Source: an optimization exercise on an open RTL-to-GDS flow (aim: small area). Production flows keep margins and buffers that such runs may drop. The RTL was checked by simulation tests, not by an equivalence proof against the original design.

==> flow/design.v <==
module CordicMachine #(parameter N = 4, parameter FIRST = 0) (
	input [N-1:0] a,
	input [N-1:0] b,
	input ci,
	output [N-1:0] s,
	output co
);
	wire [N:0] c;
	wire [N-1:0] ls;
	assign c[0] = FIRST ? ci : 1'b0;
	genvar j;
	generate for (j = 0; j < N; j = j + 1) begin : bit_
		assign ls[j] = a[j] ^ b[j] ^ c[j];
		assign c[j+1] = (a[j] & b[j]) | (c[j] & (a[j] ^ b[j]));
	end endgenerate
	generate if (FIRST) begin : rip
		assign s = ls;
		assign co = c[N];
	end else begin : inc
		wire [N:0] p;   
		assign p[0] = 1'b1;
		for (j = 0; j < N; j = j + 1) begin : pre
			assign p[j+1] = p[j] & ls[j];
			assign s[j] = ls[j] ^ (ci & p[j]);
		end
		assign co = c[N] | (ci & p[N]);
	end endgenerate
endmodule
module Cordic(
	input clk,
	input [12:0] x_0,
	input [12:0] y_0,
	input [12:0] z_0,
	output [12:0] x_N,
	output [12:0] y_N,
	output [12:0] z_N
);
	wire [12:0] xs0 = x_0, ys0 = y_0;
	wire [12:0] zs0 = z_0;
	wire d0 = zs0[12];   
	wire signed [12:0] xss0 = xs0, yss0 = ys0;
	wire [12:0] xsh0 = xss0 >>> 0, ysh0 = yss0 >>> 0;
	wire [12:0] bx0 = ysh0 ^ {13{~d0}}, by0 = xsh0 ^ {13{d0}};
	wire [12:0] xn0, yn0;
	wire cx0_3;
	CordicMachine #(.N(3), .FIRST(1)) ax0_0 (.a(xs0[2:0]), .b(bx0[2:0]), .ci(~d0), .s(xn0[2:0]), .co(cx0_3));
	wire cx0_6;
	CordicMachine #(.N(3), .FIRST(0)) ax0_1 (.a(xs0[5:3]), .b(bx0[5:3]), .ci(cx0_3), .s(xn0[5:3]), .co(cx0_6));
	wire cx0_9;
	CordicMachine #(.N(3), .FIRST(0)) ax0_2 (.a(xs0[8:6]), .b(bx0[8:6]), .ci(cx0_6), .s(xn0[8:6]), .co(cx0_9));
	wire cx0_13;
	CordicMachine #(.N(4), .FIRST(0)) ax0_3 (.a(xs0[12:9]), .b(bx0[12:9]), .ci(cx0_9), .s(xn0[12:9]), .co(cx0_13));
	wire cy0_3;
	CordicMachine #(.N(3), .FIRST(1)) ay0_0 (.a(ys0[2:0]), .b(by0[2:0]), .ci(d0), .s(yn0[2:0]), .co(cy0_3));
	wire cy0_6;
	CordicMachine #(.N(3), .FIRST(0)) ay0_1 (.a(ys0[5:3]), .b(by0[5:3]), .ci(cy0_3), .s(yn0[5:3]), .co(cy0_6));
	wire cy0_9;
	CordicMachine #(.N(3), .FIRST(0)) ay0_2 (.a(ys0[8:6]), .b(by0[8:6]), .ci(cy0_6), .s(yn0[8:6]), .co(cy0_9));
	wire cy0_13;
	CordicMachine #(.N(4), .FIRST(0)) ay0_3 (.a(ys0[12:9]), .b(by0[12:9]), .ci(cy0_9), .s(yn0[12:9]), .co(cy0_13));
	wire [12:0] zf0 = d0 ? zs0 + 13'd2880 : zs0 - 13'd2880;
	reg [12:0] xr1; reg [12:1] yr1; reg [12:0] zr1;
	always @(posedge clk) begin xr1 <= xn0; yr1 <= yn0[12:1]; zr1 <= zf0[12:0]; end
	wire [12:0] xs1 = xr1, ys1 = {yr1, xr1[0]};   
	wire [12:0] zs1 = zr1;
	wire d1 = zs1[12];   
	wire signed [12:0] xss1 = xs1, yss1 = ys1;
	wire [12:0] xsh1 = xss1 >>> 1, ysh1 = yss1 >>> 1;
	wire [12:0] bx1 = ysh1 ^ {13{~d1}}, by1 = xsh1 ^ {13{d1}};
	wire [12:0] xn1, yn1;
	wire cx1_3;
	CordicMachine #(.N(3), .FIRST(1)) ax1_0 (.a(xs1[2:0]), .b(bx1[2:0]), .ci(~d1), .s(xn1[2:0]), .co(cx1_3));
	wire cx1_6;
	CordicMachine #(.N(3), .FIRST(0)) ax1_1 (.a(xs1[5:3]), .b(bx1[5:3]), .ci(cx1_3), .s(xn1[5:3]), .co(cx1_6));
	wire cx1_9;
	CordicMachine #(.N(3), .FIRST(0)) ax1_2 (.a(xs1[8:6]), .b(bx1[8:6]), .ci(cx1_6), .s(xn1[8:6]), .co(cx1_9));
	wire cx1_13;
	CordicMachine #(.N(4), .FIRST(0)) ax1_3 (.a(xs1[12:9]), .b(bx1[12:9]), .ci(cx1_9), .s(xn1[12:9]), .co(cx1_13));
	wire cy1_3;
	CordicMachine #(.N(3), .FIRST(1)) ay1_0 (.a(ys1[2:0]), .b(by1[2:0]), .ci(d1), .s(yn1[2:0]), .co(cy1_3));
	wire cy1_6;
	CordicMachine #(.N(3), .FIRST(0)) ay1_1 (.a(ys1[5:3]), .b(by1[5:3]), .ci(cy1_3), .s(yn1[5:3]), .co(cy1_6));
	wire cy1_9;
	CordicMachine #(.N(3), .FIRST(0)) ay1_2 (.a(ys1[8:6]), .b(by1[8:6]), .ci(cy1_6), .s(yn1[8:6]), .co(cy1_9));
	wire cy1_13;
	CordicMachine #(.N(4), .FIRST(0)) ay1_3 (.a(ys1[12:9]), .b(by1[12:9]), .ci(cy1_9), .s(yn1[12:9]), .co(cy1_13));
	wire [12:0] zf1 = d1 ? zs1 + 13'd1700 : zs1 - 13'd1700;
	reg [12:0] xr2, yr2; reg [11:0] zr2;
	always @(posedge clk) begin xr2 <= xn1; yr2 <= yn1; zr2 <= zf1[11:0]; end
	wire [12:0] xs2 = xr2, ys2 = yr2;
	wire [11:0] zs2 = zr2;
	wire d2 = zs2[11];   
	wire signed [12:0] xss2 = xs2, yss2 = ys2;
	wire [12:0] xsh2 = xss2 >>> 2, ysh2 = yss2 >>> 2;
	wire [12:0] bx2 = ysh2 ^ {13{~d2}}, by2 = xsh2 ^ {13{d2}};
	wire [12:0] xn2, yn2;
	wire cx2_3;
	CordicMachine #(.N(3), .FIRST(1)) ax2_0 (.a(xs2[2:0]), .b(bx2[2:0]), .ci(~d2), .s(xn2[2:0]), .co(cx2_3));
	wire cx2_6;
	CordicMachine #(.N(3), .FIRST(0)) ax2_1 (.a(xs2[5:3]), .b(bx2[5:3]), .ci(cx2_3), .s(xn2[5:3]), .co(cx2_6));
	wire cx2_9;
	CordicMachine #(.N(3), .FIRST(0)) ax2_2 (.a(xs2[8:6]), .b(bx2[8:6]), .ci(cx2_6), .s(xn2[8:6]), .co(cx2_9));
	wire cx2_13;
	CordicMachine #(.N(4), .FIRST(0)) ax2_3 (.a(xs2[12:9]), .b(bx2[12:9]), .ci(cx2_9), .s(xn2[12:9]), .co(cx2_13));
	wire cy2_3;
	CordicMachine #(.N(3), .FIRST(1)) ay2_0 (.a(ys2[2:0]), .b(by2[2:0]), .ci(d2), .s(yn2[2:0]), .co(cy2_3));
	wire cy2_6;
	CordicMachine #(.N(3), .FIRST(0)) ay2_1 (.a(ys2[5:3]), .b(by2[5:3]), .ci(cy2_3), .s(yn2[5:3]), .co(cy2_6));
	wire cy2_9;
	CordicMachine #(.N(3), .FIRST(0)) ay2_2 (.a(ys2[8:6]), .b(by2[8:6]), .ci(cy2_6), .s(yn2[8:6]), .co(cy2_9));
	wire cy2_13;
	CordicMachine #(.N(4), .FIRST(0)) ay2_3 (.a(ys2[12:9]), .b(by2[12:9]), .ci(cy2_9), .s(yn2[12:9]), .co(cy2_13));
	wire [11:0] zf2 = d2 ? zs2 + 12'd898 : zs2 - 12'd898;
	reg [12:0] xr3, yr3; reg [10:0] zr3;
	always @(posedge clk) begin xr3 <= xn2; yr3 <= yn2; zr3 <= zf2[10:0]; end
	wire [12:0] xs3 = xr3, ys3 = yr3;
	wire [10:0] zs3 = zr3;
	wire d3 = zs3[10];   
	wire signed [12:0] xss3 = xs3, yss3 = ys3;
	wire [12:0] xsh3 = xss3 >>> 3, ysh3 = yss3 >>> 3;
	wire [12:0] bx3 = ysh3 ^ {13{~d3}}, by3 = xsh3 ^ {13{d3}};
	wire [12:0] xn3, yn3;
	wire cx3_3;
	CordicMachine #(.N(3), .FIRST(1)) ax3_0 (.a(xs3[2:0]), .b(bx3[2:0]), .ci(~d3), .s(xn3[2:0]), .co(cx3_3));
	wire cx3_6;
	CordicMachine #(.N(3), .FIRST(0)) ax3_1 (.a(xs3[5:3]), .b(bx3[5:3]), .ci(cx3_3), .s(xn3[5:3]), .co(cx3_6));
	wire cx3_9;
	CordicMachine #(.N(3), .FIRST(0)) ax3_2 (.a(xs3[8:6]), .b(bx3[8:6]), .ci(cx3_6), .s(xn3[8:6]), .co(cx3_9));
	wire cx3_13;
	CordicMachine #(.N(4), .FIRST(0)) ax3_3 (.a(xs3[12:9]), .b(bx3[12:9]), .ci(cx3_9), .s(xn3[12:9]), .co(cx3_13));
	wire cy3_3;
	CordicMachine #(.N(3), .FIRST(1)) ay3_0 (.a(ys3[2:0]), .b(by3[2:0]), .ci(d3), .s(yn3[2:0]), .co(cy3_3));
	wire cy3_6;
	CordicMachine #(.N(3), .FIRST(0)) ay3_1 (.a(ys3[5:3]), .b(by3[5:3]), .ci(cy3_3), .s(yn3[5:3]), .co(cy3_6));
	wire cy3_9;
	CordicMachine #(.N(3), .FIRST(0)) ay3_2 (.a(ys3[8:6]), .b(by3[8:6]), .ci(cy3_6), .s(yn3[8:6]), .co(cy3_9));
	wire cy3_13;
	CordicMachine #(.N(4), .FIRST(0)) ay3_3 (.a(ys3[12:9]), .b(by3[12:9]), .ci(cy3_9), .s(yn3[12:9]), .co(cy3_13));
	wire [10:0] zf3 = d3 ? zs3 + 11'd456 : zs3 - 11'd456;
	reg [12:0] xr4, yr4; reg [9:0] zr4;
	always @(posedge clk) begin xr4 <= xn3; yr4 <= yn3; zr4 <= zf3[9:0]; end
	wire [12:0] xs4 = xr4, ys4 = yr4;
	wire [9:0] zs4 = zr4;
	wire d4 = zs4[9];   
	wire signed [12:0] xss4 = xs4, yss4 = ys4;
	wire [12:0] xsh4 = xss4 >>> 4, ysh4 = yss4 >>> 4;
	wire [12:0] bx4 = ysh4 ^ {13{~d4}}, by4 = xsh4 ^ {13{d4}};
	wire [12:0] xn4, yn4;
	wire cx4_3;
	CordicMachine #(.N(3), .FIRST(1)) ax4_0 (.a(xs4[2:0]), .b(bx4[2:0]), .ci(~d4), .s(xn4[2:0]), .co(cx4_3));
	wire cx4_6;
	CordicMachine #(.N(3), .FIRST(0)) ax4_1 (.a(xs4[5:3]), .b(bx4[5:3]), .ci(cx4_3), .s(xn4[5:3]), .co(cx4_6));
	wire cx4_9;
	CordicMachine #(.N(3), .FIRST(0)) ax4_2 (.a(xs4[8:6]), .b(bx4[8:6]), .ci(cx4_6), .s(xn4[8:6]), .co(cx4_9));
	wire cx4_13;
	CordicMachine #(.N(4), .FIRST(0)) ax4_3 (.a(xs4[12:9]), .b(bx4[12:9]), .ci(cx4_9), .s(xn4[12:9]), .co(cx4_13));
	wire cy4_3;
	CordicMachine #(.N(3), .FIRST(1)) ay4_0 (.a(ys4[2:0]), .b(by4[2:0]), .ci(d4), .s(yn4[2:0]), .co(cy4_3));
	wire cy4_6;
	CordicMachine #(.N(3), .FIRST(0)) ay4_1 (.a(ys4[5:3]), .b(by4[5:3]), .ci(cy4_3), .s(yn4[5:3]), .co(cy4_6));
	wire cy4_9;
	CordicMachine #(.N(3), .FIRST(0)) ay4_2 (.a(ys4[8:6]), .b(by4[8:6]), .ci(cy4_6), .s(yn4[8:6]), .co(cy4_9));
	wire cy4_13;
	CordicMachine #(.N(4), .FIRST(0)) ay4_3 (.a(ys4[12:9]), .b(by4[12:9]), .ci(cy4_9), .s(yn4[12:9]), .co(cy4_13));
	wire [9:0] zf4 = d4 ? zs4 + 10'd228 : zs4 - 10'd228;
	reg [12:0] xr5, yr5; reg [8:0] zr5;
	always @(posedge clk) begin xr5 <= xn4; yr5 <= yn4; zr5 <= zf4[8:0]; end
	wire [12:0] xs5 = xr5, ys5 = yr5;
	wire [8:0] zs5 = zr5;
	wire d5 = zs5[8];   
	wire signed [12:0] xss5 = xs5, yss5 = ys5;
	wire [12:0] xsh5 = xss5 >>> 5, ysh5 = yss5 >>> 5;
	wire [12:0] bx5 = ysh5 ^ {13{~d5}}, by5 = xsh5 ^ {13{d5}};
	wire [12:0] xn5, yn5;
	wire cx5_3;
	CordicMachine #(.N(3), .FIRST(1)) ax5_0 (.a(xs5[2:0]), .b(bx5[2:0]), .ci(~d5), .s(xn5[2:0]), .co(cx5_3));
	wire cx5_6;
	CordicMachine #(.N(3), .FIRST(0)) ax5_1 (.a(xs5[5:3]), .b(bx5[5:3]), .ci(cx5_3), .s(xn5[5:3]), .co(cx5_6));
	wire cx5_9;
	CordicMachine #(.N(3), .FIRST(0)) ax5_2 (.a(xs5[8:6]), .b(bx5[8:6]), .ci(cx5_6), .s(xn5[8:6]), .co(cx5_9));
	wire cx5_13;
	CordicMachine #(.N(4), .FIRST(0)) ax5_3 (.a(xs5[12:9]), .b(bx5[12:9]), .ci(cx5_9), .s(xn5[12:9]), .co(cx5_13));
	wire cy5_3;
	CordicMachine #(.N(3), .FIRST(1)) ay5_0 (.a(ys5[2:0]), .b(by5[2:0]), .ci(d5), .s(yn5[2:0]), .co(cy5_3));
	wire cy5_6;
	CordicMachine #(.N(3), .FIRST(0)) ay5_1 (.a(ys5[5:3]), .b(by5[5:3]), .ci(cy5_3), .s(yn5[5:3]), .co(cy5_6));
	wire cy5_9;
	CordicMachine #(.N(3), .FIRST(0)) ay5_2 (.a(ys5[8:6]), .b(by5[8:6]), .ci(cy5_6), .s(yn5[8:6]), .co(cy5_9));
	wire cy5_13;
	CordicMachine #(.N(4), .FIRST(0)) ay5_3 (.a(ys5[12:9]), .b(by5[12:9]), .ci(cy5_9), .s(yn5[12:9]), .co(cy5_13));
	wire [8:0] zf5 = d5 ? zs5 + 9'd114 : zs5 - 9'd114;
	reg [12:0] xr6, yr6; reg [7:0] zr6;
	always @(posedge clk) begin xr6 <= xn5; yr6 <= yn5; zr6 <= zf5[7:0]; end
	wire [12:0] xs6 = xr6, ys6 = yr6;
	wire [7:0] zs6 = zr6;
	wire d6 = zs6[7];   
	wire signed [12:0] xss6 = xs6, yss6 = ys6;
	wire [12:0] xsh6 = xss6 >>> 6, ysh6 = yss6 >>> 6;
	wire [12:0] bx6 = ysh6 ^ {13{~d6}}, by6 = xsh6 ^ {13{d6}};
	wire [12:0] xn6, yn6;
	wire cx6_3;
	CordicMachine #(.N(3), .FIRST(1)) ax6_0 (.a(xs6[2:0]), .b(bx6[2:0]), .ci(~d6), .s(xn6[2:0]), .co(cx6_3));
	wire cx6_6;
	CordicMachine #(.N(3), .FIRST(0)) ax6_1 (.a(xs6[5:3]), .b(bx6[5:3]), .ci(cx6_3), .s(xn6[5:3]), .co(cx6_6));
	wire cx6_9;
	CordicMachine #(.N(3), .FIRST(0)) ax6_2 (.a(xs6[8:6]), .b(bx6[8:6]), .ci(cx6_6), .s(xn6[8:6]), .co(cx6_9));
	wire cx6_13;
	CordicMachine #(.N(4), .FIRST(0)) ax6_3 (.a(xs6[12:9]), .b(bx6[12:9]), .ci(cx6_9), .s(xn6[12:9]), .co(cx6_13));
	wire cy6_3;
	CordicMachine #(.N(3), .FIRST(1)) ay6_0 (.a(ys6[2:0]), .b(by6[2:0]), .ci(d6), .s(yn6[2:0]), .co(cy6_3));
	wire cy6_6;
	CordicMachine #(.N(3), .FIRST(0)) ay6_1 (.a(ys6[5:3]), .b(by6[5:3]), .ci(cy6_3), .s(yn6[5:3]), .co(cy6_6));
	wire cy6_9;
	CordicMachine #(.N(3), .FIRST(0)) ay6_2 (.a(ys6[8:6]), .b(by6[8:6]), .ci(cy6_6), .s(yn6[8:6]), .co(cy6_9));
	wire cy6_13;
	CordicMachine #(.N(4), .FIRST(0)) ay6_3 (.a(ys6[12:9]), .b(by6[12:9]), .ci(cy6_9), .s(yn6[12:9]), .co(cy6_13));
	wire [7:0] zf6 = d6 ? zs6 + 8'd57 : zs6 - 8'd57;
	reg [12:0] xr7, yr7; reg [6:0] zr7;
	always @(posedge clk) begin xr7 <= xn6; yr7 <= yn6; zr7 <= zf6[6:0]; end
	wire [12:0] xs7 = xr7, ys7 = yr7;
	wire [6:0] zs7 = zr7;
	wire d7 = zs7[6];   
	wire signed [12:0] xss7 = xs7, yss7 = ys7;
	wire [12:0] xsh7 = xss7 >>> 7, ysh7 = yss7 >>> 7;
	wire [12:0] bx7 = ysh7 ^ {13{~d7}}, by7 = xsh7 ^ {13{d7}};
	wire [12:0] xn7, yn7;
	wire cx7_3;
	CordicMachine #(.N(3), .FIRST(1)) ax7_0 (.a(xs7[2:0]), .b(bx7[2:0]), .ci(~d7), .s(xn7[2:0]), .co(cx7_3));
	wire cx7_6;
	CordicMachine #(.N(3), .FIRST(0)) ax7_1 (.a(xs7[5:3]), .b(bx7[5:3]), .ci(cx7_3), .s(xn7[5:3]), .co(cx7_6));
	wire cx7_9;
	CordicMachine #(.N(3), .FIRST(0)) ax7_2 (.a(xs7[8:6]), .b(bx7[8:6]), .ci(cx7_6), .s(xn7[8:6]), .co(cx7_9));
	wire cx7_13;
	CordicMachine #(.N(4), .FIRST(0)) ax7_3 (.a(xs7[12:9]), .b(bx7[12:9]), .ci(cx7_9), .s(xn7[12:9]), .co(cx7_13));
	wire cy7_3;
	CordicMachine #(.N(3), .FIRST(1)) ay7_0 (.a(ys7[2:0]), .b(by7[2:0]), .ci(d7), .s(yn7[2:0]), .co(cy7_3));
	wire cy7_6;
	CordicMachine #(.N(3), .FIRST(0)) ay7_1 (.a(ys7[5:3]), .b(by7[5:3]), .ci(cy7_3), .s(yn7[5:3]), .co(cy7_6));
	wire cy7_9;
	CordicMachine #(.N(3), .FIRST(0)) ay7_2 (.a(ys7[8:6]), .b(by7[8:6]), .ci(cy7_6), .s(yn7[8:6]), .co(cy7_9));
	wire cy7_13;
	CordicMachine #(.N(4), .FIRST(0)) ay7_3 (.a(ys7[12:9]), .b(by7[12:9]), .ci(cy7_9), .s(yn7[12:9]), .co(cy7_13));
	wire [6:0] zf7 = d7 ? zs7 + 7'd28 : zs7 - 7'd28;
	reg [12:0] xr8, yr8; reg [5:0] zr8;
	always @(posedge clk) begin xr8 <= xn7; yr8 <= yn7; zr8 <= zf7[5:0]; end
	wire [12:0] xs8 = xr8, ys8 = yr8;
	wire [5:0] zs8 = zr8;
	wire d8 = zs8[5];   
	wire signed [12:0] xss8 = xs8, yss8 = ys8;
	wire [12:0] xsh8 = xss8 >>> 8, ysh8 = yss8 >>> 8;
	wire [12:0] bx8 = ysh8 ^ {13{~d8}}, by8 = xsh8 ^ {13{d8}};
	wire [12:0] xn8, yn8;
	wire cx8_3;
	CordicMachine #(.N(3), .FIRST(1)) ax8_0 (.a(xs8[2:0]), .b(bx8[2:0]), .ci(~d8), .s(xn8[2:0]), .co(cx8_3));
	wire cx8_6;
	CordicMachine #(.N(3), .FIRST(0)) ax8_1 (.a(xs8[5:3]), .b(bx8[5:3]), .ci(cx8_3), .s(xn8[5:3]), .co(cx8_6));
	wire cx8_9;
	CordicMachine #(.N(3), .FIRST(0)) ax8_2 (.a(xs8[8:6]), .b(bx8[8:6]), .ci(cx8_6), .s(xn8[8:6]), .co(cx8_9));
	wire cx8_13;
	CordicMachine #(.N(4), .FIRST(0)) ax8_3 (.a(xs8[12:9]), .b(bx8[12:9]), .ci(cx8_9), .s(xn8[12:9]), .co(cx8_13));
	wire cy8_3;
	CordicMachine #(.N(3), .FIRST(1)) ay8_0 (.a(ys8[2:0]), .b(by8[2:0]), .ci(d8), .s(yn8[2:0]), .co(cy8_3));
	wire cy8_6;
	CordicMachine #(.N(3), .FIRST(0)) ay8_1 (.a(ys8[5:3]), .b(by8[5:3]), .ci(cy8_3), .s(yn8[5:3]), .co(cy8_6));
	wire cy8_9;
	CordicMachine #(.N(3), .FIRST(0)) ay8_2 (.a(ys8[8:6]), .b(by8[8:6]), .ci(cy8_6), .s(yn8[8:6]), .co(cy8_9));
	wire cy8_13;
	CordicMachine #(.N(4), .FIRST(0)) ay8_3 (.a(ys8[12:9]), .b(by8[12:9]), .ci(cy8_9), .s(yn8[12:9]), .co(cy8_13));
	wire [5:0] zf8 = d8 ? zs8 + 6'd14 : zs8 - 6'd14;
	reg [12:0] xr9, yr9; reg [4:0] zr9;
	always @(posedge clk) begin xr9 <= xn8; yr9 <= yn8; zr9 <= zf8[4:0]; end
	wire [12:0] xs9 = xr9, ys9 = yr9;
	wire [4:0] zs9 = zr9;
	wire d9 = zs9[4];   
	wire signed [12:0] xss9 = xs9, yss9 = ys9;
	wire [12:0] xsh9 = xss9 >>> 9, ysh9 = yss9 >>> 9;
	wire [12:0] bx9 = ysh9 ^ {13{~d9}}, by9 = xsh9 ^ {13{d9}};
	wire [12:0] xn9, yn9;
	wire cx9_3;
	CordicMachine #(.N(3), .FIRST(1)) ax9_0 (.a(xs9[2:0]), .b(bx9[2:0]), .ci(~d9), .s(xn9[2:0]), .co(cx9_3));
	wire cx9_6;
	CordicMachine #(.N(3), .FIRST(0)) ax9_1 (.a(xs9[5:3]), .b(bx9[5:3]), .ci(cx9_3), .s(xn9[5:3]), .co(cx9_6));
	wire cx9_9;
	CordicMachine #(.N(3), .FIRST(0)) ax9_2 (.a(xs9[8:6]), .b(bx9[8:6]), .ci(cx9_6), .s(xn9[8:6]), .co(cx9_9));
	wire cx9_13;
	CordicMachine #(.N(4), .FIRST(0)) ax9_3 (.a(xs9[12:9]), .b(bx9[12:9]), .ci(cx9_9), .s(xn9[12:9]), .co(cx9_13));
	wire cy9_3;
	CordicMachine #(.N(3), .FIRST(1)) ay9_0 (.a(ys9[2:0]), .b(by9[2:0]), .ci(d9), .s(yn9[2:0]), .co(cy9_3));
	wire cy9_6;
	CordicMachine #(.N(3), .FIRST(0)) ay9_1 (.a(ys9[5:3]), .b(by9[5:3]), .ci(cy9_3), .s(yn9[5:3]), .co(cy9_6));
	wire cy9_9;
	CordicMachine #(.N(3), .FIRST(0)) ay9_2 (.a(ys9[8:6]), .b(by9[8:6]), .ci(cy9_6), .s(yn9[8:6]), .co(cy9_9));
	wire cy9_13;
	CordicMachine #(.N(4), .FIRST(0)) ay9_3 (.a(ys9[12:9]), .b(by9[12:9]), .ci(cy9_9), .s(yn9[12:9]), .co(cy9_13));
	wire [4:0] zf9 = d9 ? zs9 + 5'd7 : zs9 - 5'd7;
	reg [12:0] xr10, yr10; reg [3:0] zr10;
	always @(posedge clk) begin xr10 <= xn9; yr10 <= yn9; zr10 <= zf9[3:0]; end
	wire [12:0] xs10 = xr10, ys10 = yr10;
	wire [3:0] zs10 = zr10;
	assign x_N = xs10;
	assign y_N = ys10;
	assign z_N = {{9{zs10[3]}}, zs10};
endmodule
==> flow/run.sh <==
#!/bin/bash
# synth_recipe.tcl (not shown) runs the flow's synth.tcl, then flattens the netlist and writes it again
# the make line also repeats each setting of config.mk as NAME=value (left out here)
make -C /OpenROAD-flow-scripts/flow DESIGN_CONFIG=/design/flow/config.mk WORK_HOME=/design/flow/orfs CLKGATE_MAP_FILE= SYNTH_SCRIPT=/design/flow/synth_recipe.tcl finish
==> flow/config.mk <==
export PLATFORM = sky130hd
export DESIGN_NAME = Cordic
export DESIGN_NICKNAME = Cordic
export VERILOG_FILES = /design/flow/design.v
export SDC_FILE = /design/flow/constraint.sdc
export NUM_CORES = 4
export LEC_CHECK = 0
export CAP_MARGIN = 20
export CORE_MARGIN = 2
export CORE_UTILIZATION = 40
export CTS_BUF_LIST = sky130_fd_sc_hd__clkbuf_4
export SLEW_MARGIN = 20
==> flow/constraint.sdc <==
create_clock -name core_clock -period 3.2 [get_ports {clk}]
set_input_delay 0.6400 -clock core_clock [delete_from_list [all_inputs] [get_ports {clk}]]
set_output_delay 0.6400 -clock core_clock [all_outputs]
set_load 0.01 [all_outputs]
==> out/qor.csv, run 1 <==
metric,value,unit
status,no timing/DRC/antenna violations,
cts-buffers-inserted,94,
clock_skew,0.0906,ns
cpPeakStageDelay,0.69,ns
yosys.area.top_type_share,0.365,
clkSlewWorstSetupHoldPaths,0.06,ns
synth-seq-cells,344,
rsz0062_at_grt,no,
r2r-start,zr8[5],
arrival,3.73,ns
nets,2167,
finalCritPeriodShare,0.946,
ff_latch_area,6890,sq um
final_cell_mix,"dfxtp_1, xnor2_1, xor2_1, fa_1, ha_1",
grt_overflow,0,
max-slew-margin-rel,0.614,
grt_max_degree,18,
final_util,0.472,
grt.total_usage,0.129,
ys_seq_area_frac,0.365,
cts_sinks,344,
yosys.area.top_type,dfxtp_1,
drv_cap,0,
cpMaxStageDelayCell,dfxtp_1,
antenna_found_initial,1,
synthArstFlopShare,0,
dieArea,49000,sq um
fillCellCount,4325,
synth_flop_cell,dfxtp_1,
cts_tree,yes,
grt_pass1_vias,12100,
syn2layout_area_growth,16.2,%
syn-num-nets,1959,
path_cells,"xnor2_2, ha_1, fa_1, fa_1, a41oi_1, o21ai_0, buf_4, ha_1, xor2_1",
reg2reg_depth,9,
tightest_slew,0.579,ns
drt-total-wl,30.3,mm
initial_utilization,0.406,
drv_slew,0,
viasPerCell,4.56,
cp-startpoint,zr8[5],
ant_nets,0,
endpoint,xr9[10],
yosys_warnings,1,
min_path_type,in2reg,
rrSetupSlack,0.17,ns
grt_pass1_wl,52.3,mm
avgSynthCellArea,11.9,sq um
critPathMaxFanout,10,
period_needed,3.03,ns
synth_edf_count,0,
wl_per_cell,12.2,um
end_kind,flip-flop,
synthTopCellsByArea,"dfxtp_1, fa_1, ha_1",
cts_hold_buf,0,
dp_hpwl,24.6,mm
cts_root_buf,clkbuf_4,
max-clock-path-buffers,3,
syn_area,18900,sq um
place_congestion,0.783,
pre_cts_ws,-0.380,ns
reg2reg_to,xr9[10],
yosysUniqueCellTypes,43,
setup_tns,0,ns
multi_input_area,11200,sq um
timing.fmax,330,MHz
firstDrtPassIters,4,
critPathLaunchType,flip-flop,
portBuffers,78,
worst_slack,0.173,ns
drive_gt1_frac,0.129,
final_common_cell,dfxtp_1,
drtIter0Drc,241,
criticalPathCategory,reg2reg,
final-setup-viol-count,0,
num_io_pins,79,
drc_errors,0,
cp_data_required_time,3.90,ns
netlist_instances,1582,
core,46600,sq um
vias,11300,
dieHeight,221,um
htreeDepth,3,
clk_latency,0.83,ns
die_width,221,um
rows,79,
hold_viol_final,0,
==> how the worst min path moves through the flow <==
stage,slack (ns),end,cells after the start,startpoint
floorplan,0.31,zr2[0],0,zr1[0]
global placement,0.31,zr2[0],0,zr1[0]
detailed placement,0.31,zr5[1],0,zr4[1]
CTS,0.18,zr1[5],1,z_0[5]
global route,0.21,zr1[5],1,z_0[5]
finish,0.28,zr1[5],1,z_0[5]
==> cells in the mapped netlist (all sizes together) (3+ instances only) <==
cell type and count:
nand3 58, xor2 185, nor2 26, buf 31, nand3b 25, nand4b 4
a211oi 4, nor3 17, a31oi 3, o211ai 6, and3 4, o21ai 30
a221oi 5, inv 146, nand4 40, a41oi 20, a21oi 31, nand2 7
a41o 20, mux2i 10, xnor2 198, a21o 16, dfxtp 344, ha 167
fa 170
==> per-stage QoR <==
stage | instances | instance area (sq um) | hold slack, ns
global route | 2476 | 22000 | 0.206
global placement | 2301 | 20700 | 0.311
CTS | 2475 | 22000 | 0.176
detailed placement | 2301 | 20700 | 0.312
finish | 2476 | 22000 | 0.281
floorplan | 1582 | 18900 | 0.310
==> critical path, delay by kind of cell (launching register included) <==
kind            cells  cell delay (ns)
xor+xnor            2             0.31
flops               1             0.69
buf+inv             1             0.16
fa+ha+maj           4             1.38
compound gates      2             0.37
==> metal layers <==
| metal | track usage | up-vias | share of wire |
|---|---|---|---|
| met5 | 0 | - | 0 |
| met4 | 0.0673 | 0 | 0.031 |
| met3 | 0.0315 | 76 | 0.039 |
| met2 | 0.260 | 174 | 0.58 |
| met1 | 0.116 | 5282 | 0.35 |
| li1 | - | 5758 | - |
==> cell type report <==
type / instances / share of cell area
Antenna cell: 1 / 0.000114
Tap cell: 607 / 0.0346
Multi-Input combinational cell: 1061 / 0.512
Clock buffer: 143 / 0.0489
Sequential cell: 344 / 0.314
Timing Repair Buffer: 143 / 0.0584
Inverter: 146 / 0.0250
Clock inverter: 31 / 0.00764
==> cells by family after synthesis <==
| kind of cell | Yosys count | synth area share |
|---|---|---|
| xor+xnor | 383 | 0.189 |
| buf+inv | 177 | 0.0410 |
| mux | 10 | 0.00530 |
| flops | 344 | 0.365 |
| compound gates | 142 | 0.0534 |
| fa+ha+maj | 337 | 0.291 |
| simple gates | 189 | 0.0556 |
==> what timing repair did <==
item                                    CTS  global route
endpoints found under the setup margin    0             5
resized for setup                         0             1
buffers inserted                          0             0
==> inputs of run 2 (changes only) <==
--- a/flow/config.mk
+++ b/flow/config.mk
@@ -9,4 +9,3 @@
 export CORE_MARGIN = 2
 export CORE_UTILIZATION = 40
-export CTS_BUF_LIST = sky130_fd_sc_hd__clkbuf_4
 export SLEW_MARGIN = 20
==> run 2 against run 1 <==
Against the previous run:
- critical endpoint unchanged
- flip-flop and latch count is the same
- still clean on timing, DRC and antenna
- critical path type unchanged
- core utilization grew 0.38 points
- largest cell class unchanged
- hold slack gained 0.025 ns
- final area grew 0.81%
==> out/qor.csv, run 2 <==
metric,value,unit,change
status,no timing/DRC/antenna violations,,unchanged
multi_input_area,11200,sq um,unchanged
worst_slack,0.164,ns,was 0.173 ns
die_width,221,um,unchanged
cts_hold_buf,0,,unchanged
ys_seq_area_frac,0.365,,unchanged
antenna_found_initial,0,,was 1
critPathMaxFanout,10,,unchanged
synthMuxAreaShare,0.00530,,unchanged
place_area,20700,sq um,unchanged
synthTopCellsByArea,"dfxtp_1, fa_1, ha_1",,unchanged
clock_skew,0.0199,ns,was 0.0906 ns
final_cell_mix,"dfxtp_1, xnor2_1, xor2_1, fa_1, ha_1",,unchanged
synth-simple-area-share,0.0556,,unchanged
synth_edf_count,0,,unchanged
tightest_slew,0.564,ns,was 0.579 ns
arrival,3.47,ns,was 3.73 ns
diodes,0,,was 1
synth-seq-cells,344,,unchanged
yosys_warnings,1,,unchanged
htreeDepth,2,,was 3
cp_data_required_time,3.63,ns,was 3.90 ns
ant_nets,0,,unchanged
cp-startpoint,zr8[5],,unchanged
firstDrtPassIters,4,,unchanged
synth_compound_area_frac,0.0534,,unchanged
avgSynthCellArea,11.9,sq um,unchanged
final_common_cell,dfxtp_1,,unchanged
wl_per_cell,12.6,um,was 12.2 um
grt.total_usage,0.127,,was 0.129
critPathLaunchType,flip-flop,,unchanged
drv_slew,0,,unchanged
place_congestion,0.783,,unchanged
timing.fmax,329,MHz,was 330 MHz
fillCellCount,4215,,was 4325
drive_gt1_frac,0.0871,,was 0.129
yosys.area.top_type,dfxtp_1,,unchanged
netlist_instances,1582,,unchanged
synth_xor_area_frac,0.189,,unchanged
clkSlewWorstSetupHoldPaths,0.06,ns,about the same
synthArstFlopShare,0,,unchanged
core,46600,sq um,unchanged
rsz0062_at_grt,no,,unchanged
drv_cap,0,,unchanged
num_io_pins,79,,unchanged
yosys.area.top_type_share,0.365,,unchanged
syn2layout_area_growth,17.2,%,was 16.2%
critical_path_buf_inv_count,1,,unchanged
stdcell_area,22100,sq um,was 22000 sq um
r2r-start,zr8[5],,unchanged
grt_pass1_wl,51.7,mm,was 52.3 mm
dieArea,49000,sq um,unchanged
end_kind,flip-flop,,unchanged
grt_max_degree,18,,unchanged
viasPerCell,4.59,,was 4.56
cts_root_buf,clkbuf_16,,was clkbuf_4
initial_utilization,0.406,,unchanged
drtIter0Drc,232,,was 241
max-clock-path-buffers,3,,unchanged
grt_overflow,0,,unchanged
synth_flop_cell,dfxtp_1,,unchanged
syn_area,18900,sq um,unchanged
synth_top_family_by_area,adder cells,,unchanged
instances_no_fill,2375,,was 2476
hold_viol_final,0,,unchanged
period_needed,3.04,ns,was 3.03 ns
max-slew-margin-rel,0.623,,was 0.614
portBuffers,78,,unchanged
clk_latency,0.56,ns,was 0.83 ns
path_cells,"xnor2_2, ha_1, fa_1, fa_1, a41oi_1, o21ai_0, buf_4, ha_1, xor2_1",,unchanged
pre_cts_ws,-0.380,ns,unchanged
grt_pass1_vias,11600,,was 12100
dp_cells,2301,,unchanged
dp_hpwl,24.6,mm,unchanged
rows,79,,unchanged
criticalPathCategory,reg2reg,,unchanged
drt-total-wl,30.0,mm,was 30.3 mm
cpPeakStageDelay,0.67,ns,was 0.69 ns
dieHeight,221,um,unchanged
yosys-top-cells-count,"dfxtp_1, xnor2_1, xor2_1",,unchanged
ff_latch_area,6890,sq um,unchanged
syn-num-nets,1959,,unchanged
cts_tree,yes,,unchanged
synth_most_common_cell,dfxtp_1,,unchanged
final-setup-viol-count,0,,unchanged
yosysUniqueCellTypes,43,,unchanged
drc_errors,0,,unchanged
cts_sinks,344,,unchanged
synthAdderAreaFrac,0.291,,unchanged
min_from,zr3[0],,was z_0[5]
vias,10900,,was 11300
cpMaxStageDelayCell,dfxtp_1,,unchanged
min_path_type,reg2reg,,was in2reg
nets,2113,,was 2167
cts-buffers-inserted,40,,was 94
finalCritPeriodShare,0.949,,was 0.946
crit_family,adder cells,,unchanged
## run 2: through the flow
step / setup TNS, ns / utilization / hold WS [ns]
5_1_grt: 0 / 0.475 / 0.314
4_1_cts: 0 / 0.475 / 0.307
3_5_place_dp: -3.98 / 0.445 / 0.312
3_3_place_gp: -3.52 / 0.445 / 0.311
2_1_floorplan: 0 / - / 0.310
6_report: 0 / 0.475 / 0.306
## run 2: cell families after synthesis
family | after synthesis
xor gates and xnor gates | 383
DFF | 344
adders and majority gates | 337
and+or+nand+nor | 189
buffers and inverters | 177
AOI/OAI and AO/OA | 142
muxes | 10
## run 2: final cells by class
type	count	share of cell area
clock inverter	16	0.0110
sequential	344	0.311
clock buffer	58	0.0533
inverter	146	0.0248
multi-input combinational	1061	0.508
timing repair buffer	143	0.0579
tap	607	0.0343
## run 2: path summary, 6_finish.rpt
check        endpoint  slack [ns]  cells after the start
min reg2reg    zr4[0]        0.31                      0
max           xr9[10]        0.16                      9
max reg2reg   xr9[10]        0.16                      9
min            zr4[0]        0.31                      0
## run 2: routing by layer
| layer | vias up | track usage | part of all wire |
|---|---|---|---|
| met3 | 55 | 0.0285 | 0.037 |
| met4 | 0 | 0.0424 | 0.023 |
| met2 | 120 | 0.262 | 0.58 |
| met1 | 5157 | 0.120 | 0.36 |
| li1 | 5578 | - | - |
| met5 | - | 0 | 0 |
## run 2: what timing repair did
action                     CTS  global route
resized for setup            0             1
buffers inserted             0             0
setup endpoints to repair    0             5
==> inputs of run 3 (changes only) <==
--- a/flow/config.mk
+++ b/flow/config.mk
@@ -9,3 +9,6 @@
 export CORE_MARGIN = 2
 export CORE_UTILIZATION = 40
+export CTS_BUF_LIST = sky130_fd_sc_hd__clkbuf_8
+export CTS_CLUSTER_DIAMETER = 60
+export CTS_CLUSTER_SIZE = 16
 export SLEW_MARGIN = 20
==> run 3 against run 2 <==
Against the previous run:
- final cell count down 1.0%
- critical path depth unchanged
- largest cell class unchanged
- routed wire length down 2.3%
- hold slack better by 0.026 ns
- count of clock-buffer cells in the layout down 25
- first-iteration DRC count up 6.9%
- critical endpoint unchanged
- sequential share of layout area up 1.2 points
- area after synthesis unchanged
- via count down 0.84%
- still clean
==> out/qor.csv, run 3 <==
metric,value,unit,change
grt_max_degree,18,,unchanged
cp_data_required_time,3.70,ns,was 3.63 ns
grt.total_usage,0.122,,was 0.127
dp_hpwl,24.6,mm,unchanged
portBuffers,78,,unchanged
finalCritPeriodShare,0.944,,was 0.949
final-setup-viol-count,0,,unchanged
grt_pass1_vias,11400,,was 11600
syn2layout_area_growth,12.7,%,was 17.2%
setup_tns,0,ns,unchanged
rows,79,,unchanged
cpPeakStageDelay,0.68,ns,was 0.67 ns
synth-seq-cells,344,,unchanged
yosys_warnings,1,,unchanged
cts_sinks,344,,unchanged
viasPerCell,4.60,,was 4.59
wl_met3,824,um,was 1.12 mm
drt-met1-wl,10.7,mm,was 10.8 mm
vias,10800,,was 10900
synthTopCellsByArea,"dfxtp_1, fa_1, ha_1",,unchanged
dieArea,49000,sq um,unchanged
final_cell_mix,"dfxtp_1, xnor2_1, xor2_1, fa_1, ha_1",,unchanged
min_path_type,reg2reg,,unchanged
clock_skew,0.0386,ns,was 0.0199 ns
ff_latch_area,6890,sq um,unchanged
drive_gt1_frac,0.0763,,was 0.0871
period_needed,3.02,ns,was 3.04 ns
cpMaxStageDelayCell,dfxtp_1,,unchanged
synthArstFlopShare,0,,unchanged
status,no timing/DRC/antenna violations,,unchanged
critical_path_buf_inv_count,1,,unchanged
drtIter0Drc,248,,was 232
hold_viol_final,0,,unchanged
wl_met2,17.1,mm,was 17.5 mm
synth_most_common_cell,dfxtp_1,,unchanged
cts-buffers-inserted,30,,was 40
diodes,0,,unchanged
drc_errors,0,,unchanged
criticalPathCategory,reg2reg,,unchanged
multi_input_area,11200,sq um,unchanged
max-slew-margin-rel,0.626,,was 0.623
final_common_cell,dfxtp_1,,unchanged
yosys.area.top_type,dfxtp_1,,unchanged
place_congestion,0.783,,unchanged
synth_flop_cell,dfxtp_1,,unchanged
antenna_found_initial,0,,unchanged
num_io_pins,79,,unchanged
drv_cap,0,,unchanged
post_cts_buffers,0,,unchanged
nets,2103,,was 2113
netlist_instances,1582,,unchanged
clkSlewWorstSetupHoldPaths,0.09,ns,was 0.06 ns
cts_hold_buf,0,,unchanged
die_width,221,um,unchanged
htreeDepth,1,,was 2
end_kind,flip-flop,,unchanged
firstDrtPassIters,4,,unchanged
ys_seq_area_frac,0.365,,unchanged
avgSynthCellArea,11.9,sq um,unchanged
core,46600,sq um,unchanged
dieHeight,221,um,unchanged
cts_root_buf,clkbuf_8,,was clkbuf_16
path_cells,"xnor2_2, ha_1, fa_1, fa_1, a41oi_1, o21ai_0, buf_4, ha_1, xor2_1",,unchanged
syn_area,18900,sq um,unchanged
ant_nets,0,,unchanged
routed.top_layer,met4,,unchanged
rsz0062_at_grt,no,,unchanged
yosys-top-cells-count,"dfxtp_1, xnor2_1, xor2_1",,unchanged
crit_family,adder cells,,unchanged
clk_latency,0.62,ns,was 0.56 ns
yosys.area.top_type_share,0.365,,unchanged
critPathMaxFanout,10,,unchanged
cts_tree,yes,,unchanged
tightest_slew,0.560,ns,was 0.564 ns
timing.fmax,331,MHz,was 329 MHz
initial_utilization,0.406,,unchanged
grt_pass1_wl,50.4,mm,was 51.7 mm
drv_slew,0,,unchanged
synth_edf_count,0,,unchanged
fillCellCount,4305,,was 4215
critPathLaunchType,flip-flop,,unchanged
syn-num-nets,1959,,unchanged
drt-total-wl,29.3,mm,was 30.0 mm
max-clock-path-buffers,3,,unchanged
wl_per_cell,12.5,um,was 12.6 um
yosysUniqueCellTypes,43,,unchanged
grt_overflow,0,,unchanged
hold_slack,0.332,ns,was 0.306 ns
pre_cts_ws,-0.380,ns,unchanged
arrival,3.52,ns,was 3.47 ns
worst_slack,0.178,ns,was 0.164 ns
run 3: cell counts after synthesis:
No cell type changed its count.
run 3: cell families after synthesis:
family          Yosys count  synth area share
simple gates            189            0.0556
flops                   344             0.365
mux                      10           0.00530
fa+ha+maj               337             0.291
xor+xnor                383             0.189
compound gates          142            0.0534
buf+inv                 177            0.0410
run 3: path summary, 6_finish.rpt:
path	from	end	slack [ns]	depth (start not counted)
hold / removal	zr4[1]	zr5[1]	0.33	0
setup reg to reg	zr8[5]	xr9[10]	0.18	9
hold reg to reg	zr4[1]	zr5[1]	0.33	0
setup / recovery	zr8[5]	xr9[10]	0.18	9
run 3: cell type report:
type	count	area share
inverters	146	0.0257
flip-flops and latches	344	0.323
clock inverters	17	0.00594
clock buffers	33	0.0213
well taps	607	0.0357
repair buffers	143	0.0602
multi-input cells	1061	0.528
run 3: layer usage:
layer  global-route usage  vias to the layer above
li1                     -                     5538
met1                0.119                     5125
met2                0.257                      104
met3               0.0169                       51
met4               0.0366                        0
met5                    0                        -
run 3: timing repair:
item,4_1_cts,5_1_grt
gates resized for setup,0,1
endpoints found under the setup margin,0,5
hold endpoints to repair,0,0
run 3: metrics by stage:
stage | util | std cells | area [sq um]
floorplan | - | 1582 | 18900
global placement | 0.445 | 2301 | 20700
detailed placement | 0.445 | 2301 | 20700
CTS | 0.457 | 2351 | 21300
global route | 0.457 | 2351 | 21300
finish | 0.457 | 2351 | 21300
==> inputs of run 4 (changes only) <==
--- a/flow/config.mk
+++ b/flow/config.mk
@@ -9,6 +9,6 @@
 export CORE_MARGIN = 2
 export CORE_UTILIZATION = 40
-export CTS_BUF_LIST = sky130_fd_sc_hd__clkbuf_8
-export CTS_CLUSTER_DIAMETER = 60
-export CTS_CLUSTER_SIZE = 16
+export CTS_BUF_LIST = sky130_fd_sc_hd__clkbuf_16
+export CTS_CLUSTER_DIAMETER = 100
+export CTS_CLUSTER_SIZE = 24
 export SLEW_MARGIN = 20
==> run 4 against run 3 <==
Against the previous run:
- first-iteration DRC count increased by 7.3%
- routed wire length up 0.29%
- via count decreased by 0.70%
- clock skew is 0.014 ns lower
- register-to-register slack barely moved
- count of clock-buffer cells in the layout shrank 14
==> out/qor.csv, run 4 <==
metric,value,unit,change
drv_slew,0,,unchanged
clkSlewWorstSetupHoldPaths,0.09,ns,about the same
ys_seq_area_frac,0.365,,unchanged
grt_max_degree,25,,was 18
syn2layout_area_growth,12.5,%,was 12.7%
period_needed,3.01,ns,was 3.02 ns
crit_family,adder cells,,unchanged
final_cell_mix,"dfxtp_1, xnor2_1, xor2_1, fa_1, ha_1",,unchanged
finalCritPeriodShare,0.940,,was 0.944
initial_utilization,0.406,,unchanged
instances_no_fill,2323,,was 2351
place_area,20700,sq um,unchanged
max-slew-margin-rel,0.628,,was 0.626
cpMaxStageDelayCell,dfxtp_1,,unchanged
status,no timing/DRC/antenna violations,,unchanged
drc_errors,0,,unchanged
critPathLaunchType,flip-flop,,unchanged
rsz0062_at_grt,no,,unchanged
dp_hpwl,24.6,mm,unchanged
worst_slack,0.192,ns,was 0.178 ns
cts_sinks,344,,unchanged
portBuffers,78,,unchanged
place_congestion,0.783,,unchanged
yosysUniqueCellTypes,43,,unchanged
viasPerCell,4.62,,was 4.60
synth_edf_count,0,,unchanged
timing.fmax,332,MHz,was 331 MHz
die_width,221,um,unchanged
cpPeakStageDelay,0.68,ns,about the same
critPathMaxFanout,10,,unchanged
vias,10700,,was 10800
yosys_warnings,1,,unchanged
grt_pass1_wl,50.5,mm,was 50.4 mm
yosys.area.top_type_share,0.365,,unchanged
synth_flop_cell,dfxtp_1,,unchanged
stdcell_area,21200,sq um,was 21300 sq um
drive_gt1_frac,0.0629,,was 0.0763
clk_latency,0.53,ns,was 0.62 ns
drt-total-wl,29.4,mm,was 29.3 mm
dp_cells,2301,,unchanged
avgSynthCellArea,11.9,sq um,unchanged
final_common_cell,dfxtp_1,,unchanged
min_path_type,reg2reg,,unchanged
synthArstFlopShare,0,,unchanged
yosys.area.top_type,dfxtp_1,,unchanged
arrival,3.43,ns,was 3.52 ns
dieHeight,221,um,unchanged
diodes,0,,unchanged
path_cells,"xnor2_2, ha_1, fa_1, fa_1, a41oi_1, o21ai_0, buf_4, ha_1, xor2_1",,unchanged
synth-seq-cells,344,,unchanged
nets,2092,,was 2103
cts-buffers-inserted,19,,was 30
num_io_pins,79,,unchanged
drv_cap,0,,unchanged
htreeDepth,1,,unchanged
hold_slack,0.318,ns,was 0.332 ns
grt_pass1_vias,11300,,was 11400
pre_cts_ws,-0.380,ns,unchanged
tightest_slew,0.557,ns,was 0.560 ns
cts_tree,yes,,unchanged
setup_tns,0,ns,unchanged
grt.total_usage,0.122,,about the same
synth_most_common_cell,dfxtp_1,,unchanged
antenna_found_initial,0,,unchanged
synthTopCellsByArea,"dfxtp_1, fa_1, ha_1",,unchanged
hold_viol_final,0,,unchanged
max-clock-path-buffers,3,,unchanged
yosys-top-cells-count,"dfxtp_1, xnor2_1, xor2_1",,unchanged
dieArea,49000,sq um,unchanged
grt_overflow,0,,unchanged
syn_area,18900,sq um,unchanged
final-setup-viol-count,0,,unchanged
netlist_instances,1582,,unchanged
clock_skew,0.0249,ns,was 0.0386 ns
critical_path_buf_inv_count,1,,unchanged
cp_data_required_time,3.62,ns,was 3.70 ns
drtIter0Drc,266,,was 248
criticalPathCategory,reg2reg,,unchanged
cts_hold_buf,0,,unchanged
cts_root_buf,clkbuf_16,,was clkbuf_8
syn-num-nets,1959,,unchanged
firstDrtPassIters,5,,was 4
ant_nets,0,,unchanged
end_kind,flip-flop,,unchanged
core,46600,sq um,unchanged
final_util,0.456,,was 0.457
rows,79,,unchanged
wl_per_cell,12.7,um,was 12.5 um
-- run 4: final cells by class --
type	count	area, sq um
clock buffers	19	475
fillers	4302	25300
multi-input cells	1061	11200
clock inverters	3	53.8
flip-flops and latches	344	6890
well taps	607	759
inverters	146	548
repair buffers	143	1280
-- run 4: worst register-to-register path: stages, from the launching register on --
cell	delay, ns
dfxtp_1	0.68
xnor2_2	0.18
ha_1	0.23
fa_1	0.43
fa_1	0.53
a41oi_1	0.23
o21ai_0	0.14
buf_4	0.16
ha_1	0.19
xor2_1	0.13
-- run 4: timing repair --
action	in CTS	in global routing
endpoints found under the hold margin	0	0
setup buffers	0	0
endpoints found under the setup margin	0	5
gates resized for setup	0	1
-- run 4: path summary, 6_finish.rpt --
| check | endpoint | start | cells past startpoint | slack [ns] |
|---|---|---|---|---|
| setup / recovery | xr9[10] | zr8[5] | 9 | 0.19 |
| setup reg to reg | xr9[10] | zr8[5] | 9 | 0.19 |
| hold reg to reg | zr5[1] | zr4[1] | 0 | 0.32 |
| hold / removal | zr5[1] | zr4[1] | 0 | 0.32 |
-- run 4: cell families after synthesis --
kind of cell	after synthesis	share of synthesized area
AOI/OAI and AO/OA	142	0.0534
xor gates and xnor gates	383	0.189
adders and majority gates	337	0.291
buffers and inverters	177	0.0410
DFF	344	0.365
muxes	10	0.00530
and+or+nand+nor	189	0.0556
-- run 4: layer usage --
metal / part of all wire / GRT usage / up-vias / wire length, um
li1: - / - / 5497 / -
met1: 0.37 / 0.119 / 5099 / 10700
met2: 0.58 / 0.258 / 101 / 17100
met3: 0.028 / 0.0165 / 45 / 824
met4: 0.024 / 0.0362 / 0 / 713
met5: 0 / 0 / - / 0
==> inputs of run 5 (changes only) <==
--- a/flow/config.mk
+++ b/flow/config.mk
@@ -11,4 +11,4 @@
 export CTS_BUF_LIST = sky130_fd_sc_hd__clkbuf_16
 export CTS_CLUSTER_DIAMETER = 100
-export CTS_CLUSTER_SIZE = 24
+export CTS_CLUSTER_SIZE = 32
 export SLEW_MARGIN = 20
==> run 5 against run 4 <==
Against the previous run:
- non-clock buffer count unchanged
- maximum frequency decreased by 0.67%
- via count decreased by 0.32%
- flip-flop and latch count unchanged
- clock skew increased by 0.0031 ns
- largest cell class unchanged
==> out/qor.csv, run 5 <==
metric,value,unit,change
final_common_cell,dfxtp_1,,unchanged
drv_cap,0,,unchanged
drtIter0Drc,259,,was 266
cts_hold_buf,0,,unchanged
syn2layout_area_growth,12.4,%,was 12.5%
htreeDepth,1,,unchanged
grt_max_degree,33,,was 25
ff_latch_area,6890,sq um,unchanged
ant_nets,0,,unchanged
setup_tns,0,ns,unchanged
syn-num-nets,1959,,unchanged
end_kind,flip-flop,,unchanged
min_path_type,reg2reg,,unchanged
ys_seq_area_frac,0.365,,unchanged
synthTopCellsByArea,"dfxtp_1, fa_1, ha_1",,unchanged
final_cell_mix,"dfxtp_1, xnor2_1, xor2_1, fa_1, ha_1",,unchanged
instances_no_fill,2325,,was 2323
cpPeakStageDelay,0.69,ns,was 0.68 ns
nets,2089,,was 2092
crit_family,adder cells,,unchanged
firstDrtPassIters,4,,was 5
drt-total-wl,29.2,mm,was 29.4 mm
rrSetupSlack,0.17,ns,was 0.19 ns
dp_hpwl,24.6,mm,unchanged
antenna_found_initial,0,,unchanged
vias,10700,,about the same
cpMaxStageDelayCell,dfxtp_1,,unchanged
grt_pass1_vias,11200,,was 11300
clkSlewWorstSetupHoldPaths,0.11,ns,was 0.09 ns
yosys.area.top_type,dfxtp_1,,unchanged
synth_flop_cell,dfxtp_1,,unchanged
cts_tree,yes,,unchanged
yosysUniqueCellTypes,43,,unchanged
period_needed,3.03,ns,was 3.01 ns
yosys_warnings,1,,unchanged
initial_utilization,0.406,,unchanged
timing.fmax,330,MHz,was 332 MHz
critPathLaunchType,flip-flop,,unchanged
critical_path_buf_inv_count,1,,unchanged
rows,79,,unchanged
hold_depth,0,,unchanged
place_congestion,0.783,,unchanged
yosys-top-cells-count,"dfxtp_1, xnor2_1, xor2_1",,unchanged
dp_cells,2301,,unchanged
synth_most_common_cell,dfxtp_1,,unchanged
dieHeight,221,um,unchanged
rsz0062_at_grt,no,,unchanged
core,46600,sq um,unchanged
diodes,0,,unchanged
hold_path_end,zr5[1],,unchanged
synth_edf_count,0,,unchanged
cts-buffers-inserted,16,,was 19
drive_gt1_frac,0.0634,,was 0.0629
viasPerCell,4.61,,was 4.62
status,no timing/DRC/antenna violations,,unchanged
grt_overflow,0,,unchanged
drc_errors,0,,unchanged
multi_input_area,11200,sq um,unchanged
reg2reg_to,xr9[10],,unchanged
reg2reg_depth,9,,unchanged
syn_area,18900,sq um,unchanged
avgSynthCellArea,11.9,sq um,unchanged
path_cells,"xnor2_2, ha_1, fa_1, fa_1, a41oi_1, o21ai_0, buf_4, ha_1, xor2_1",,unchanged
cts_root_buf,clkbuf_16,,unchanged
min_from,zr4[1],,unchanged
critPathMaxFanout,10,,unchanged
grt.total_usage,0.122,,about the same
clock_skew,0.0280,ns,was 0.0249 ns
synth-seq-cells,344,,unchanged
criticalPathCategory,reg2reg,,unchanged
wl_per_cell,12.6,um,was 12.7 um
cp_data_required_time,3.63,ns,was 3.62 ns
arrival,3.46,ns,was 3.43 ns
finalCritPeriodShare,0.946,,was 0.940
cts_sinks,344,,unchanged
netlist_instances,1582,,unchanged
grt_pass1_wl,50.3,mm,was 50.5 mm
max-slew-margin-rel,0.627,,was 0.628
dieArea,49000,sq um,unchanged
drv_slew,0,,unchanged
max-clock-path-buffers,3,,unchanged
portBuffers,78,,unchanged
yosys.area.top_type_share,0.365,,unchanged
final-setup-viol-count,0,,unchanged
fillCellCount,4303,,was 4302
tightest_slew,0.559,ns,was 0.557 ns
die_width,221,um,unchanged
num_io_pins,79,,unchanged
clk_latency,0.54,ns,was 0.53 ns
post_cts_buffers,0,,unchanged
synthArstFlopShare,0,,unchanged
hold_viol_final,0,,unchanged
r2r-start,zr8[5],,unchanged
## run 5: cell counts after synthesis
Identical to the previous run, type by type.
## run 5: what timing repair did
action                                  in CTS  in global routing
resized for setup                            0                  1
hold endpoints to repair                     0                  0
endpoints found under the setup margin       0                  5
## run 5: cell type report
type	instances	area share
clock inverters	7	0.00442
repair buffers	143	0.0603
clock buffers	17	0.0200
inverters	146	0.0258
flip-flops and latches	344	0.324
well taps	607	0.0358
multi-input cells	1061	0.529
## run 5: worst register-to-register path, cell delays in order, from the launching register on
cell	delay [ns]
dfxtp_1	0.69
xnor2_2	0.18
ha_1	0.23
fa_1	0.43
fa_1	0.53
a41oi_1	0.23
o21ai_0	0.14
buf_4	0.16
ha_1	0.19
xor2_1	0.13
## run 5: layer usage
layer / wire (um) / GRT usage
met2: 17200 / 0.260
met5: 0 / 0
met1: 10600 / 0.118
met4: 580 / 0.0329
met3: 756 / 0.0158
## run 5: cell families (layout without fill, tap and decap cells)
group / Yosys count / count (layout) / share of synthesized area
xor+xnor: 383 / 383 / 0.189
flops: 344 / 344 / 0.365
fa+ha+maj: 337 / 337 / 0.291
simple gates: 189 / 189 / 0.0556
buf+inv: 177 / 313 / 0.0410
compound gates: 142 / 142 / 0.0534
mux: 10 / 10 / 0.00530
## run 5: per-stage QoR
stage | setup slack [ns] | hold WS, ns | cell area (sq um) | utilization
after floorplan | 0.0382 | 0.310 | 18900 | -
after global placement | -0.374 | 0.311 | 20700 | 0.445
after detailed placement | -0.380 | 0.312 | 20700 | 0.445
after CTS | 0.0707 | 0.303 | 21200 | 0.456
after global routing | 0.0135 | 0.309 | 21200 | 0.456
final | 0.172 | 0.301 | 21200 | 0.456
## run 5: worst max path at each step
stage	startpoint	to	depth (start not counted)
after global placement	z_0[12]	yr1[12]	12
final	zr8[5]	xr9[10]	9
after floorplan	zr7[6]	yr8[10]	10
after detailed placement	z_0[12]	yr1[12]	12
after CTS	zr7[6]	yr8[10]	10
after global routing	zr3[10]	xr4[10]	9
==> inputs of run 6 (changes only) <==
--- a/flow/config.mk
+++ b/flow/config.mk
@@ -9,6 +9,6 @@
 export CORE_MARGIN = 2
 export CORE_UTILIZATION = 40
-export CTS_BUF_LIST = sky130_fd_sc_hd__clkbuf_16
+export CTS_BUF_LIST = sky130_fd_sc_hd__clkbuf_8
 export CTS_CLUSTER_DIAMETER = 100
-export CTS_CLUSTER_SIZE = 32
+export CTS_CLUSTER_SIZE = 18
 export SLEW_MARGIN = 20
==> run 6 against run 5 <==
Against the previous run:
- routed wire length increased by 0.77%
- hold slack improved by 0.031 ns
- critical path type unchanged
- largest cell class unchanged
- clock skew about the same
- highest routed layer unchanged
- still clean on timing, DRC and antenna
- final area decreased by 0.81%
- via count increased by 0.40%
==> out/qor.csv, run 6 <==
metric,value,unit,change
yosys-top-cells-count,"dfxtp_1, xnor2_1, xor2_1",,unchanged
post_cts_buffers,0,,unchanged
status,no timing/DRC/antenna violations,,unchanged
finalCritPeriodShare,0.945,,was 0.946
timing.fmax,331,MHz,was 330 MHz
grt_pass1_vias,11300,,was 11200
die_width,221,um,unchanged
critPathLaunchType,flip-flop,,unchanged
synthTopCellsByArea,"dfxtp_1, fa_1, ha_1",,unchanged
netlist_instances,1582,,unchanged
grt.total_usage,0.123,,was 0.122
synth_flop_cell,dfxtp_1,,unchanged
dieHeight,221,um,unchanged
synth_edf_count,0,,unchanged
drtIter0Drc,210,,was 259
syn_area,18900,sq um,unchanged
drv_cap,0,,unchanged
synth-seq-cells,344,,unchanged
dieArea,49000,sq um,unchanged
cts_root_buf,clkbuf_8,,was clkbuf_16
clock_skew,0.0280,ns,about the same
clk_latency,0.60,ns,was 0.54 ns
grt_pass1_wl,50.7,mm,was 50.3 mm
reg2reg_depth,9,,unchanged
max-clock-path-buffers,3,,unchanged
viasPerCell,4.62,,was 4.61
end_kind,flip-flop,,unchanged
syn2layout_area_growth,11.5,%,was 12.4%
yosys_warnings,1,,unchanged
dp_hpwl,24.6,mm,unchanged
rsz0062_at_grt,no,,unchanged
clkSlewWorstSetupHoldPaths,0.11,ns,about the same
synthArstFlopShare,0,,unchanged
drc_errors,0,,unchanged
criticalPathCategory,reg2reg,,unchanged
ant_nets,0,,unchanged
portBuffers,78,,unchanged
max-slew-margin-rel,0.626,,was 0.627
ys_seq_area_frac,0.365,,unchanged
final_cell_mix,"dfxtp_1, xnor2_1, xor2_1, fa_1, ha_1",,unchanged
grtUsageMet2,0.259,,was 0.260
core,46600,sq um,unchanged
period_needed,3.02,ns,was 3.03 ns
num_io_pins,79,,unchanged
rows,79,,unchanged
arrival,3.51,ns,was 3.46 ns
grt_busiest_layer,met2,,unchanged
drt-total-wl,29.4,mm,was 29.2 mm
cts-buffers-inserted,23,,was 16
cp_data_required_time,3.69,ns,was 3.63 ns
initial_utilization,0.406,,unchanged
grt_max_degree,19,,was 33
antenna_found_initial,1,,was 0
final_common_cell,dfxtp_1,,unchanged
vias,10800,,was 10700
hold_depth,0,,unchanged
syn-num-nets,1959,,unchanged
grt.met1_usage,0.121,,was 0.118
yosysUniqueCellTypes,43,,unchanged
critPathMaxFanout,10,,unchanged
drv_slew,0,,unchanged
yosys.area.top_type_share,0.365,,unchanged
tightest_slew,0.560,ns,was 0.559 ns
htreeDepth,1,,unchanged
drive_gt1_frac,0.0657,,was 0.0634
firstDrtPassIters,5,,was 4
place_congestion,0.783,,unchanged
min_path_type,reg2reg,,unchanged
cts_hold_buf,0,,unchanged
avgSynthCellArea,11.9,sq um,unchanged
grt_overflow,0,,unchanged
hold_viol_final,0,,unchanged
hold_slack,0.332,ns,was 0.301 ns
yosys.area.top_type,dfxtp_1,,unchanged
fillCellCount,4325,,was 4303
cts_sinks,344,,unchanged
wl_per_cell,12.6,um,about the same
cts_tree,yes,,unchanged
worst_slack,0.176,ns,was 0.172 ns
final-setup-viol-count,0,,unchanged
pre_cts_ws,-0.380,ns,unchanged
synth_most_common_cell,dfxtp_1,,unchanged
nets,2096,,was 2089
met3_usage,0.0173,,was 0.0158
run 6: cell count changes in the layout (fill, tap and decap cells not counted):
cell / delta
clkbuf_16: -17
inv_6: +1
clkinvlp_4: +1
clkinv_16: -2
clkinv_1: -1
clkinv_4: -2
diode_2: +1
clkbuf_8: +23
run 6: worst paths after layout:
check          from      end  slack (ns)
max          zr8[5]  xr9[10]        0.18
max reg2reg  zr8[5]  xr9[10]        0.18
min reg2reg  zr7[0]   zr8[0]        0.33
min          zr7[0]   zr8[0]        0.33
run 6: timing repair:
action / CTS / global route
setup endpoints to repair: 0 / 5
resized for setup: 0 / 1
endpoints found under the hold margin: 0 / 0
run 6: logic make-up (layout without fill, tap and decap cells):
| family | count (synthesis) | count (layout) | share of synthesized area |
|---|---|---|---|
| XOR/XNOR | 383 | 383 | 0.189 |
| flip-flops | 344 | 344 | 0.365 |
| adder cells (fa/ha/maj) | 337 | 337 | 0.291 |
| AND/OR/NAND/NOR | 189 | 189 | 0.0556 |
| buffers and inverters | 177 | 316 | 0.0410 |
| AO/OA/AOI/OAI | 142 | 142 | 0.0534 |
| multiplexers | 10 | 10 | 0.00530 |
| other | 0 | 1 | 0 |
run 6: through the flow:
stage	setup TNS, ns	utilization	std cells	area (sq um)
finish	0	0.452	2329	21100
global route	0	0.452	2329	21100
CTS	0	0.452	2328	21100
detailed placement	-3.98	0.445	2301	20700
global placement	-3.52	0.445	2301	20700
floorplan	0	-	1582	18900
run 6: cell type report:
type                            instances  area, sq um  area share
Multi-Input combinational cell       1061        11200       0.533
Sequential cell                       344         6890       0.327
Timing Repair Buffer                  143         1280      0.0608
Tap cell                              607          759      0.0361
Inverter                              146          548      0.0260
Clock buffer                           23          317      0.0150
Clock inverter                          4         28.8     0.00137
Antenna cell                            1         2.50    0.000119
run 6: metal layers:
layer | routed length (um) | up-vias | part of all wire
li1 | - | 5502 | -
met1 | 10800 | 5095 | 0.37
met2 | 17100 | 110 | 0.58
met3 | 848 | 44 | 0.029
met4 | 639 | 0 | 0.022
met5 | 0 | - | 0
run 6: critical path: stages (launching register included):
cell	delay, ns
dfxtp_1	0.69
xnor2_2	0.18
ha_1	0.23
fa_1	0.43
fa_1	0.52
a41oi_1	0.23
o21ai_0	0.14
buf_4	0.16
ha_1	0.19
xor2_1	0.13

==> static timing again, ports no longer ideal <==
How much do the figures lean on ideal ports? The routed layouts below were timed once more, with nothing changed but the port constraints.
Step 1 sets driving cells, clkbuf_16 on the clock port and buf_2 on the other inputs (assumed; they add their load-dependent delay and slew).
Step 2 adds t to the input delays and takes it off the output delays; t is the mean of the earliest and latest rising clock arrival at the registers after step 1. Input paths then give back, and output paths get back, about the clock's delay inside the block.
a / b / c = no drivers / after step 1 / after step 2; a / b = the first two.
| run | t (ns) | setup slack, ns | hold WS [ns] |
|---|---|---|---|
| run 1 | 0.833 | 0.173 / 0.173 / -0.385 | 0.281 / 0.254 / 0.295 |
| run 2 | 0.601 | 0.164 / 0.164 / -0.353 | 0.306 / 0.306 / 0.306 |
| run 3 | 0.650 | 0.178 / 0.178 / -0.356 | 0.332 / 0.332 / 0.332 |
| run 4 | 0.567 | 0.192 / 0.192 / -0.344 | 0.318 / 0.318 / 0.318 |
| run 5 | 0.575 | 0.172 / 0.172 / -0.369 | 0.301 / 0.301 / 0.301 |
| run 6 | 0.643 | 0.176 / 0.176 / -0.381 | 0.332 / 0.332 / 0.332 |
Met with ideal ports but missed after step 2: setup timing in every run listed. For run 1, which loses most, drivers alone change the setup slack by 0.000 ns; drivers and shift together by -0.558 ns.
